From an optimization exercise on the open Yosys and OpenROAD flow, aimed at small area, a short achievable clock period and few clock cycles; shortcuts taken in it are not production practice. Function was checked by simulation only, so behaviour that the tests miss may differ from the original. Power is estimated from default activity; no workload was simulated.

==> flow/config.mk <==
export PLATFORM = sky130hd
export DESIGN_NAME = single_cycle_risc
export DESIGN_NICKNAME = single_cycle_risc
export VERILOG_FILES = /design/flow/design.v
export SDC_FILE = /design/flow/constraint.sdc
export NUM_CORES = 8
export LEC_CHECK = 0
export CAP_MARGIN = 30
export CELL_PAD_IN_SITES_DETAIL_PLACEMENT = 1
export CELL_PAD_IN_SITES_GLOBAL_PLACEMENT = 2
export CORE_MARGIN = 2
export CORE_UTILIZATION = 30
export PLACE_DENSITY = 0.35
export SLEW_MARGIN = 30
==> flow/constraint.sdc <==
create_clock -name core_clock -period 25.0 [get_ports {clk}]
set_input_delay 5.0000 -clock core_clock [delete_from_list [all_inputs] [get_ports {clk}]]
set_output_delay 5.0000 -clock core_clock [all_outputs]
set_load 0.01 [all_outputs]
==> flow/design.v <==
module adder
#(
  parameter integer AWIDTH=5,
  parameter integer DWIDTH=32
 )
 (
  input  wire [DWIDTH-1:0] pc_out ,
  output  wire [DWIDTH-1:0] pc_out_new  
 );
  assign pc_out_new = pc_out + 4 ;
endmodule
module alu(in_a, in_b, ALU_Sel, alu_out);
    parameter DWIDTH = 32;
    input [DWIDTH-1:0] in_a, in_b;
    input [3:0]ALU_Sel;
    output reg [DWIDTH-1:0] alu_out;
    wire [4:0] shamt = in_b[4:0];
always @*
begin
case(ALU_Sel)
    4'b0000: alu_out = in_a + in_b ;                       
    4'b0001: alu_out = in_a - in_b;                        
    4'b0010: alu_out = in_a << shamt;                       
    4'b0011: alu_out = $signed(in_a) < $signed(in_b);      
    4'b0100: alu_out = in_a < in_b;                        
    4'b0101: alu_out = in_a ^ in_b;                        
    4'b0110: alu_out = in_a >> shamt;                       
    4'b0111: alu_out = $signed($signed(in_a) >>> shamt);                      
    4'b1000: alu_out = in_a | in_b;                        
    4'b1001: alu_out = in_a & in_b;                        
    4'b1010: alu_out = in_a + in_b;                        
    4'b1011: alu_out = in_a - in_b;                        
    4'b1100: alu_out = in_a << shamt;                       
    4'b1101: alu_out = in_a << shamt;                       
    4'b1110: alu_out = in_a >>> shamt;                      
    default: alu_out = 'h0;
endcase
end
endmodule
module branch_comp
#(
  parameter integer AWIDTH=32,
  parameter integer DWIDTH=32
 )
 (
  input                 BrUN ,
  input  [DWIDTH-1:0]   DataA , 
  input  [DWIDTH-1:0]   DataB  ,
  output wire           BrEQ, 
  output wire           BrLT  
 );
  assign BrEQ = (DataA == DataB);
  assign BrLT = BrUN ? (DataA <  DataB) : ($signed(DataA) <  $signed(DataB));
endmodule
module controller
#(
  parameter integer AWIDTH=32,
  parameter integer DWIDTH=32
 )
 (
  input                 BrEQ,
  input                 BrLT,
  input  [DWIDTH-1:0]   instr  ,
  output     reg           PCSel,
  output     reg [3:0]      ImmSel,
  output      reg          RegWEn,
  output      reg          BrUN,
  output    reg            ASel,
  output     reg           BSel,
  output  reg [3:0]        ALUSel,
  output   reg             MemRW,
  output    reg   [1:0]     WBSel,
  output reg [2:0]          Size
 );
 localparam  rtype1 = 7'b0110011, rtype2 = 7'b01110011, itype1 = 7'b0000011 , itype2 = 7'b0001111, itype3 = 7'b0010011,
                  itype4 = 7'b0011011 ,itype5 = 7'b1100111 , itype6 = 7'b1110011, stype = 7'b0100011, sbtype = 7'b1100011, utype1 = 7'b0010111,
                  utype2 = 7'b0110111, ujtype = 7'b1101111 ;
  localparam  add=4'b0000 , sub=4'b0001 , sll=4'b0010 , slt=4'b0011 , sltu=4'b0100 ,
                   xorr=4'b0101 , srl=4'b0110 , sra=4'b0111 , orr=4'b1000 , andd=4'b1001 ,
                   addw=4'b1010 ,subw=4'b1011 ,sllw=4'b1100 ,srlw=4'b1101 ,sraw=4'b1110 ;
  reg [6:0] opcode;
  reg [2:0] func3;
  reg [6:0] func7;
always @ (*) begin
  opcode <= instr [6:0];
  func3 <= instr [14:12];
  func7 <= instr [31:25];
  case (opcode)
    rtype1: begin
      case (func3)
        3'b000: begin
          case (func7[5])
            1'b0:  ALUSel <= add;
            1'b1:  ALUSel <= sub;
          endcase
        end
        3'b001: begin
          ALUSel <= sll;
        end
        3'b010: begin
          ALUSel <= slt;
        end
        3'b011: begin
          ALUSel <= sltu;
        end 
        3'b100: begin
          ALUSel <= xorr;
        end
        3'b101: begin
          case (func7[5])
            1'b0:  ALUSel <= srl;
            1'b1:  ALUSel <= sra;
          endcase
        end
        3'b110: begin
          ALUSel <= orr;
        end
        3'b111: begin
          ALUSel <= andd;
        end
      endcase
      {PCSel,ImmSel,RegWEn,BrUN,ASel,BSel,MemRW,WBSel,Size} <= { 1'b0,{4'b0000},1'b1,1'b0,1'b0,1'b0,1'b0,{2'b01},{3'b000} };
    end
    rtype2: begin
      case (func3)
        3'b000: begin
          case (func7[5])
            1'b0:  ALUSel <= addw;
            1'b1:  ALUSel <= subw;
          endcase
        end
        3'b001: begin
          ALUSel <= sllw;
        end
        3'b101: begin
          case (func7[5])
            1'b0:  ALUSel <= srlw;
            1'b1:  ALUSel <= sraw;
          endcase
        end
        default: begin
            ALUSel <= add;
        end
      endcase
    {PCSel,ImmSel,RegWEn,BrUN,ASel,BSel,MemRW,WBSel,Size} <= { 1'b0,{4'b0000},1'b1,1'b0,1'b0,1'b0,1'b0,{2'b01} ,{3'b000}};
    end
    itype1: begin
      case (func3)
        3'b000: begin
          ImmSel <= 4'b1000;
          Size   <= 3'b100;
        end
        3'b001: begin
          ImmSel <= 4'b1000;
          Size   <= 3'b101;
        end
        3'b010: begin
          ImmSel <= 4'b1000;
          Size   <= 3'b110;
        end
        3'b011: begin
          ImmSel <= 4'b1000;
          Size   <= 3'b111;
        end 
        3'b100: begin
          ImmSel <= 4'b0000;
          Size   <= 3'b000;
        end
        3'b101: begin
          ImmSel <= 4'b0000;
          Size   <= 3'b001;
        end
        3'b110: begin
          ImmSel <= 4'b0000;
          Size   <= 3'b010;
        end
        default: begin
          ImmSel <= 4'b0000;
          Size   <= 3'b000; 
        end
      endcase
      {PCSel,RegWEn,BrUN,ASel,BSel,MemRW,WBSel,ALUSel} <= { 1'b0,1'b1  ,1'b0,1'b0,1'b1,1'b0,2'b00, 4'b0000 };
    end
    itype3: begin
      case (func3)
        3'b000: begin
          ImmSel <= 4'b1000;
          ALUSel <= 4'b0000;
        end
        3'b001: begin
          ImmSel <= 4'b1000;
          ALUSel <= 4'b0010;
        end
        3'b010: begin
          ImmSel <= 4'b1000;
          ALUSel <= 4'b0011;
        end
        3'b011: begin
          ImmSel <= 4'b1000;
          ALUSel <= 4'b0100;
        end 
        3'b100: begin
          ImmSel <= 4'b1000;
          ALUSel <= 4'b0101;
        end
        3'b101: begin
          ImmSel <= 4'b1000;
          case (func7[5]) 
            1'b0: ALUSel <= 4'b0110;
            1'b1: ALUSel <= 4'b0111;
          endcase
        end
        3'b110: begin
          ImmSel <= 4'b1000;
          ALUSel <= 4'b1000;
        end
        3'b111: begin
          ImmSel <= 4'b1000;
          ALUSel <= 4'b1001;
        end
        default: begin
            ImmSel <= 4'b0000;
            ALUSel <= 4'b0000;
        end
      endcase
      {PCSel,RegWEn,BrUN,ASel,BSel,MemRW,WBSel , Size} <=  { 1'b0,1'b1,  1'b0,1'b0,1'b1,1'b0, {2'b01}, {3'b000}};
    end
    itype5: begin
      PCSel <= 1'b1;
      RegWEn<= 1'b1;
      BrUN  <= 'b0;
      ASel  <= 1'b0;
      BSel  <= 1'b1;
      MemRW <= 1'b0;
      WBSel <= 2'b10;
      Size  <= 'b0;
      ALUSel<= 4'b0000;
      ImmSel<= 4'b1000;
    end
    stype: begin
      case (func3)
        3'b000: begin
          Size <= 3'b000;
        end
        3'b001: begin
          Size <= 3'b001;
        end
        3'b010: begin
          Size <= 3'b010;
        end
        3'b011: begin
          Size <= 3'b000;    
        end 
        default: begin
            Size = 3'b000;
        end
      endcase
      MemRW <= 1'b1;
      ALUSel<= 4'b0000;
      PCSel <= 1'b0;
      ImmSel<= 4'b0001;
      BSel  <= 1'b1;
      ASel  <= 1'b0;
      WBSel <= 2'b00;
      RegWEn<= 1'b0;
      BrUN  <= 1'b0;
    end
    sbtype: begin
      RegWEn<= 1'b0;
      MemRW <= 1'b0;
      ALUSel<= 4'b0000;
      BSel  <= 1'b1;
      ASel  <= 1'b1;
      WBSel <= 2'b00;
      Size  <= 3'b000;
      case (func3)
        3'b000:begin
          ImmSel <= 4'b0010;
          BrUN   <= 1'b0;
          if(BrEQ) begin
            PCSel <= 1'b1;
          end
          else begin
            PCSel <= 1'b0;
          end
        end
        3'b001:begin
          ImmSel <= 4'b0010;
          BrUN   <= 1'b0;
          if(BrEQ) begin
            PCSel <= 1'b0;
          end
          else begin
            PCSel <= 1'b1;  
          end
        end
        3'b100:begin
          ImmSel <= 4'b0010;
          BrUN   <= 1'b0;
          if(BrLT) begin
            PCSel <= 1'b1;
          end
          else begin
            PCSel <= 1'b0;
          end
        end
        3'b101:begin
          ImmSel <= 4'b0010;
          BrUN   <= 1'b0;
          if(BrLT) begin
            PCSel <= 1'b0;
          end
          else begin
            PCSel <= 1'b1;
          end
        end
        3'b110:begin
          ImmSel <= 4'b0010;
          BrUN   <= 1'b1;
          if(BrLT) begin
            PCSel <= 1'b1;
          end
          else begin
            PCSel <= 1'b0;
          end
        end
        3'b111:begin
          ImmSel <= 4'b0010;
          BrUN   <= 1'b1;
          if(BrLT) begin
            PCSel <= 1'b0;
          end
          else begin
            PCSel <= 1'b1;
          end
        end
        default: begin
            ImmSel <= 4'b0000;
            BrUN   <= 1'b0;
            PCSel  <= 1'b0;
        end
      endcase
    end
    utype1: begin
      PCSel  <= 1'b0;
      ImmSel <= 4'b0011;
      BrUN   <= 1'b0;
      ASel   <= 1'b1;
      BSel   <= 1'b1;
      ALUSel <= 4'b0000;
      MemRW  <= 1'b0;
      RegWEn <= 1'b1;
      WBSel  <= 2'b01;
      Size   <= 3'b000;
    end
    utype2: begin
      PCSel  <= 1'b0;
      ImmSel <= 4'b0011;
      BrUN   <= 1'b0;
      ASel   <= 1'b1;
      BSel   <= 1'b1;
      ALUSel <= 4'b0000;
      MemRW  <= 1'b0;
      RegWEn <= 1'b1;
      WBSel  <= 2'b11;
      Size   <= 3'b000;
    end
    ujtype: begin
      WBSel <= 2'b10;
      RegWEn<= 1'b1;
      MemRW <= 1'b0;
      ALUSel<= 4'b0000;
      Size  <= 3'b000;
      ImmSel<= 4'b0100;
      ASel  <= 1'b1;
      BSel  <= 1'b1;
      BrUN  <= 1'b0;
      PCSel <= 1'b1;
    end
    default: begin
      {PCSel,ImmSel,RegWEn,BrUN,ASel,BSel,ALUSel,MemRW,WBSel,Size} <= { 1'b0,{4'b0000},1'b0,1'b0,1'b0,1'b0,{4'b0000},1'b0,{2'b00} ,{4'b000}};
    end
  endcase
end
endmodule
module dmem#
(
  parameter AWIDTH=5,
  parameter DWIDTH=32
 )
 (
  input  clk, MemRW,
  input  [AWIDTH-1:0]   Addr,
  input  [DWIDTH-1:0]   DataW,
  input  [2:0] Size,
  output reg [DWIDTH-1:0] DataR
 );
  localparam load_word = 3'b010, load_half_word = 3'b001, load_byte = 3'b000,
             load_word_signed = 3'b110, load_half_word_signed = 3'b101,
             load_byte_signed = 3'b100, load_double_word = 3'b111;
  localparam store_word = 2'b10, store_half_word = 2'b01, store_byte = 2'b00, store_double_word = 2'b11;
  reg [7:0] dmemory [0:31];
  wire [AWIDTH-1:0] Addr1 = Addr + 1'b1;
  wire [AWIDTH-1:0] Addr2 = Addr + 2'd2;
  wire [AWIDTH-1:0] Addr3 = Addr + 2'd3;
always @(posedge clk)
begin
    if ( MemRW )
    begin
      case(Size[1:0])
          store_word:
          begin
                dmemory[Addr] = DataW[7:0];
                dmemory[Addr1] = DataW[15:8];
                dmemory[Addr2] = DataW[23:16];
                dmemory[Addr3] = DataW[31:24];
          end
          store_half_word:
          begin
                dmemory[Addr] = DataW[7:0];
                dmemory[Addr1] = DataW[15:8];
          end
          store_byte:
          begin
                dmemory[Addr] = DataW[7:0];
          end
			 default: begin
			 dmemory[Addr] = dmemory[Addr];
			 end
      endcase
    end
end
always @*
begin
  case(Size)
      load_word:
      begin
                DataR[7:0] = dmemory[Addr];
                DataR[15:8] = dmemory[Addr1];
                DataR[23:16] = dmemory[Addr2];
                DataR[31:24] = dmemory[Addr3];
      end
      load_half_word:
      begin
                DataR[7:0] = dmemory[Addr];
                DataR[15:8] = dmemory[Addr1];
                DataR[23:16] = 8'h0;
                DataR[31:24] = 8'h0;
      end
      load_byte:
      begin
                DataR[7:0] = dmemory[Addr];
                DataR[15:8] = 8'h0;
                DataR[23:16] = 8'h0;
                DataR[31:24] = 8'h0;
      end
      load_word_signed:
      begin
                DataR[7:0] = dmemory[Addr];
                DataR[15:8] = dmemory[Addr1];
                DataR[23:16] = dmemory[Addr2];
                DataR[31:24] = dmemory[Addr3];
      end
      load_half_word_signed:
      begin
                DataR[7:0] = dmemory[Addr];
                DataR[15:8] = dmemory[Addr1];
                DataR[23:16] = {8{DataR[15]}};
                DataR[31:24] = {8{DataR[15]}};
      end
      load_byte_signed:
      begin
                DataR[7:0] = dmemory[Addr];
                DataR[15:8] = {8{DataR[7]}};  
                DataR[23:16] = {8{DataR[7]}};
                DataR[31:24] = {8{DataR[7]}};
      end
		default: begin
		DataR = 'b0;
		end
  endcase
end
endmodule
module imm_gen(in, ImmSel, out);
    parameter IMMWIDTH = 25;
    parameter DWIDTH   = 32;
    input [IMMWIDTH-1:0] in;
    input [3:0]          ImmSel;
    output reg [DWIDTH-1:0] out;
always @*
begin
case(ImmSel[2:0])
    3'b000: out = ImmSel[3]? { {{DWIDTH-12}{in[24]}} , {in[24 : 13]}  } :                            
                    { {{DWIDTH-12}{1'b0}} , {in[24 : 13]}  } ; 
    3'b001: out = { {{DWIDTH-12}{in[24]}} , {in[24 : 18]} , {in[4 : 0]} } ;                         
    3'b010: out = { {{DWIDTH-13}{in[24]}} , {in[24]} , {in[0]} , {in[23:18]} , {in[4:1]} ,1'b0} ;
    3'b011: out = { {in[24:5]} , {{DWIDTH-20}{1'b0}} } ;
    3'b100: out = { {{DWIDTH-21}{in[24]}} , {in[24]} , {in[12 : 5]} , {in[13]} , {in[23:14]} ,1'b0} ;    
    default: out = 'h0;
endcase
end
endmodule
module mux2x1 (sel, in0, in1, mux_out);
parameter WIDTH=32;
input sel;
input   [WIDTH-1:0] in0, in1;
output reg [WIDTH-1:0] mux_out;
always @ ( sel , in0 , in1 )
begin
    mux_out = sel ? in1 : in0 ;
end
endmodule
module mux4x1 (sel, mem, alu, pc,lui, mux_out);
parameter WIDTH=32;
input   [1:0]       sel;
input   [WIDTH-1:0] mem, alu, pc,lui ;
output reg [WIDTH-1:0] mux_out;
always @ ( sel , mem , alu , pc , lui )
begin
    case (sel)
        2'b00: mux_out = mem;
        2'b01: mux_out = alu;
        2'b10: mux_out = pc;
        2'b11: mux_out = lui;
    endcase
end
endmodule
module program_counter (pc_in , pc_out , clk , rst);
    parameter AWIDTH = 32;
    input clk , rst;
    input [AWIDTH-1:0]pc_in;
    output reg [AWIDTH-1:0]pc_out;
always @ ( posedge clk ) 
begin
    if (rst)
            pc_out <= 'b0;
    else
            pc_out <= pc_in;
end
endmodule
module reg_file
#(
  parameter integer RAWIDTH=5,
  parameter integer DWIDTH=32
 )
 (
  input                 clk  ,
  input                 RegWEn,
  input  [RAWIDTH-1:0]          AddrA,
  input  [RAWIDTH-1:0]          AddrB,
  input  [RAWIDTH-1:0]          AddrD,
  input  [DWIDTH-1:0]   DataD ,
  output  reg [DWIDTH-1:0]   DataA , 
  output  reg [DWIDTH-1:0]   DataB   
 );
  reg [DWIDTH-1:0] register [2**RAWIDTH-1:0];
  always @ (posedge clk) begin
          register[0] = 'b0;
          if (RegWEn)
            register[AddrD] = |AddrD ? DataD : 0;
  end
always @(*) begin
   DataA = register[AddrA];
   DataB = register[AddrB];
end
endmodule
module single_cycle_risc (
  input         clk,
  input         rst,
  output [31:0] imem_addr,
  input  [31:0] imem_data,
  output        wb_valid,
  output [4:0]  wb_rd,
  output [31:0] wb_data
);
wire [31:0] pc_out_new;
wire [31:0] pc;
wire [31:0] pc_in;
program_counter pc_reg(pc_in , pc , clk , rst);
wire [31:0] instr = imem_data;
assign imem_addr = pc;
adder add4(.pc_out(pc) , .pc_out_new(pc_out_new));
wire PCSel, RegWEn, BrUN, BrEQ, BrLT, ASel, BSel, MemRW;
wire [3:0] ImmSel;
wire [3:0] ALU_Sel;
wire [1:0] WBSel;
wire [2:0] Size;
controller controlLogic ( .BrEQ(BrEQ), .BrLT(BrLT), .instr(instr), .PCSel(PCSel), .ImmSel(ImmSel),
                          .RegWEn(RegWEn), .BrUN(BrUN), .ASel(ASel), .BSel(BSel), .ALUSel(ALU_Sel),
                          .MemRW(MemRW), .WBSel(WBSel), .Size(Size) );
wire [31:0] wb;
wire [31:0] DataA, DataB;
reg_file rfile(.clk (clk) , .RegWEn(RegWEn), .AddrA(instr[19:15]), .AddrB(instr[24:20]),
                .AddrD(instr[11:7]), .DataD(wb) ,.DataA (DataA), .DataB (DataB)   );
branch_comp br_cmp(  .BrUN(BrUN) , .DataA(DataA) ,  .DataB(DataB)  ,
                    .BrEQ(BrEQ),  .BrLT (BrLT)  );
wire [31:0] imm;
imm_gen imgen(.in(instr[31:7]), .ImmSel(ImmSel), .out(imm));
wire [31:0] DA, DB, alu_out;
mux2x1 m_a(.sel(ASel), .in0(DataA), .in1(pc), .mux_out(DA));
mux2x1 m_b(.sel(BSel), .in0(DataB), .in1(imm), .mux_out(DB));
alu arlu(.in_a(DA), .in_b(DB), .ALU_Sel(ALU_Sel), .alu_out(alu_out));
wire [31:0] DataR;
dmem dmemo( .clk(clk) ,.Size(Size) , .MemRW (MemRW), .Addr (alu_out[4:0]) ,  .DataW(DataB)  ,  .DataR(DataR)  );
mux4x1 m_wb(.sel(WBSel), .mem(DataR), .alu(alu_out), .pc(pc_out_new), .lui(imm), .mux_out(wb));
mux2x1 m_pc(.sel(PCSel), .in0(pc_out_new), .in1(alu_out), .mux_out(pc_in));
assign wb_valid = RegWEn & (|instr[11:7]);
assign wb_rd    = instr[11:7];
assign wb_data  = wb;
endmodule
==> flow/run.sh <==
#!/bin/bash
# synth_recipe.tcl (not shown) runs the flow's synth.tcl, then flattens the netlist and writes it again
# the make line also repeats each setting of config.mk as NAME=value (left out here)
make -C /OpenROAD-flow-scripts/flow DESIGN_CONFIG=/design/flow/config.mk WORK_HOME=/design/flow/orfs CLKGATE_MAP_FILE= SYNTH_SCRIPT=/design/flow/synth_recipe.tcl finish
==> run notes <==
Synth warnings=9; Worst-Skew Late Latency=around 0.93 ns; first-pass GRT wire length=between 900 and 1000 mm; RSZ-0062 raised after global routing=no; Die Height=560 microns; CTS Buf Count=166; R2R Path End=rfile.register[10][13]; initial antenna violation count=200; reg-to-reg setup timing slack=12.08 ns; Final min period=23.79 ns; I/O pin count=104; number of global-route vias before repair=90,500; Slew headroom=19.1%; # port buffers=103; postcts setup bufs=0; Avg Cell Area, Syn=10.4 sq um; Root Buffer=clkbuf_16; GPL Wtd Cong=1.10; hold_sp=pc_reg.pc_out[27]; slowest stage cell, crit path=nor2_2; core area=0.308 sq mm; Worst Hold Class=flop to flop; wire length per cell=between 50 and 60 microns; Post-CTS Hold Buffers=0; clock sink count=1,312; FFs w/ async S/R, synth=0%; Detailed Route Iter0 Violations=17,800; WHS Endpoint=pc_reg.pc_out[27]; Gate Count Post-Synth=slightly below 9,000; area grow syn2layout=17.0%; via count=98,000; filler instances=33,900; Hold Path Stages=2; leakage=37.7 nW; GRT Util Overall=a little under half; overall routed net length=754 mm; # rows=204; final hold vios=0; post-synthesis sequential area ratio=41.8%; placed insts=13,100; drt via density=7.26; Post-Route Utilization=35.2%; r2r startpoint=rfile.register[31][0]; depth of the worst register-to-register path=32; drt first pass iters=7; # DRC=0; endpoint type of the worst setup path=output pin; final setup fails=0; Tcrit/Tclk final=a little over nine tenths; DRT antenna net count=0; measured slew at the worst slew-check pin=about 1.2 ns; Die Width=560 microns; clock slew at reported path FFs=0.04 ns; non-filler instance count after layout=around 13,000; Post-CTS Resized=0; DP Wirelength=545 mm; ys flop type=edfxtp_1; CTS tree=built; Crit path largest cell delay=1.01 ns; launching element type of the critical path=input port; Starting Density=30.1%; CP startpoint=imem_data[17]; Worst EP arrival=18.79 ns; Layout Nets=9,300; crit path kind=input port to output pin; f_max=0.0420 GHz; total power draw=10.4 mW; Register Area=approximately 0.039 sq mm; number of synthesized register bits=about 1,300; Worst EP required=around 20 ns; DP Area=roughly 0.10 sq mm; maxcap violations=0; remaining global-route overflow=0; status=timing/DRC/antenna clean; pwr/cell area=roughly 95 mW/mm^2; Worst Skew=0.132 ns; fin. max-slew vios=0; Total Die Area=approximately 0.31 sq mm; Post-Syn Area=0.0927 sq mm; peak supply drop=around 120 uV; number of synthesized flops with an enable pin=1,248; final instance area=0.108 sq mm; total negative slack=0 ns; CP Max Fanout=41; Multi-input gate area=0.0515 sq mm; post-synth cell types=120; Max clock buf depth=4; layout cell share with drive strength beyond 1=about a fifth; largest net degree at the start of global routing=113; H-tree levels=4
placed cells by master, fill, tap and decap left out, drive strengths merged, types with 32 or more instances in the layout:
master / count
clkdlybuf4s50: 97
a22oi: 476
nor4: 81
o22ai: 85
a221oi: 163
a22o: 71
inv: 157
nand3: 181
xnor2: 41
a31oi: 137
diode: 116
o31ai: 36
a21oi: 811
nand2b: 49
dfxtp: 64
a32oi: 53
a2111oi: 34
a211oi: 133
nor2: 550
edfxtp: 1248
nor3: 170
clkinv: 65
and3: 65
mux4: 284
o221ai: 42
conb: 32
and2: 84
o2111ai: 46
mux2i: 937
o21ai: 423
nand2: 740
ha: 139
mux2: 99
o211ai: 149
nand4: 76
buf: 723
nor2b: 35
a222oi: 38
clkbuf: 217
a21o: 41
cell families after synthesis:
group	share of synthesized area (%)
AO/OA/AOI/OAI	21.7
AND/OR/NAND/NOR	10.8
multiplexers	18.2
flip-flops	41.8
buffers and inverters	4.86
adder cells (fa/ha/maj)	1.92
XOR/XNOR	0.622
other	0.00404
where the power goes:
group	total (mW)	internal, mW	switching (mW)	leakage (nW)
Combinational	5.24	1.24	4.00	22.8
Sequential	2.63	2.61	0.0157	12.3
Clock	2.49	1.41	1.08	2.61
Total	10.4	5.26	5.10	37.7
sequential cells by signal, summed over array words and instances (netlist names):
name / cells
dmemo.dmemory: 256
pc_reg.pc_out: 32
rfile.register: 1024
cells in the mapped netlist (23+ instances only):
cell,instances,area [sq um]
edfxtp_1,1248,37500
mux2i_1,936,9370
a21oi_1,809,4050
nand2_1,738,2770
nor2_1,541,2030
clkbuf_1,488,1830
a22oi_1,476,3570
o21ai_0,406,2030
mux4_2,284,6400
nand3_1,180,901
nor3_1,164,821
a221oi_1,162,1420
buf_2,147,736
o211ai_1,146,1100
inv_1,145,544
ha_1,139,1740
a31oi_1,137,857
a211oi_1,126,946
mux2_2,99,1110
buf_1,93,349
o22ai_1,85,532
and2_1,79,494
nand4_1,76,475
a22o_1,71,622
and3_1,65,407
dfxtp_1,64,1280
nor4_1,63,394
a32oi_1,53,464
buf_6,50,563
nand2b_1,49,307
buf_4,48,360
o2111ai_1,46,403
a21o_1,41,308
o221ai_1,41,359
xnor2_1,40,350
a222oi_1,38,380
nor2b_1,35,219
o31ai_1,34,255
a2111oi_0,28,245
a221o_1,27,270
o21a_1,24,180
xor2_1,24,210
or2_2,23,144
or3_1,23,144
worst max-delay path, delay by kind of cell:
| kind | cells | cell delay [ns] |
|---|---|---|
| buffers and inverters | 6 | 2.55 |
| adders and majority gates | 2 | 0.92 |
| muxes | 1 | 0.17 |
| and+or+nand+nor | 8 | 4.40 |
| AOI/OAI and AO/OA | 15 | 5.52 |
layout make-up:
class / instances / area share [%]
multi-input combinational: 6667 / 47.5
sequential: 1312 / 35.7
timing repair buffer: 820 / 6.27
tap: 4120 / 4.75
clock buffer: 217 / 4.10
clock inverter: 84 / 0.862
inverter: 158 / 0.559
antenna: 116 / 0.268
layer usage:
metal	track usage [%]	wire length, microns
met5	0.838	492
met4	24.1	43600
met3	20.3	106000
met2	60.4	290000
met1	63.0	314000
through the flow:
step	worst slack [ns]	hold WS, ns
global placement	2.10	0.758
detailed placement	2.17	0.773
floorplan	5.74	0.542
finish	1.21	0.794
CTS	2.16	0.779
global route	1.66	0.804
worst max path at each step:
stage	cells past startpoint	to	slack [ns]
after global placement	30	wb_data[13]	2.10
after global routing	29	wb_data[14]	1.66
final	32	wb_data[13]	1.21
after detailed placement	30	wb_data[13]	2.17
after floorplan	38	wb_data[28]	5.74
after CTS	30	wb_data[13]	2.16
Testbench counts, summed over its fixed seeds: cycles 30,116.

[separate check: timing with driven ports]
The flow's constraints put no driver on any port. The routed layout listed below was extracted and timed again, unchanged, in two steps. Step 1 assumes that a clkbuf_16 drives the clock port and a buf_2 every other input. Step 2, shift: input delay + t, output delay - t, t = (earliest + latest rising clock arrival at the registers) / 2. This alone moves slack from input paths to output paths. Three values: ideal, step 1, step 2; two values: the first two.
t (ns): 0.975
slack for setup (ns): 1.206 / 1.184 / 1.184
worst hold slack (ns): 0.794 / 0.794 / 0.794
pins driven straight from the clock port: 1
After both steps setup and hold are still met in this run. For this run, drivers alone change the setup slack by -0.022 ns; drivers and shift together by -0.022 ns.
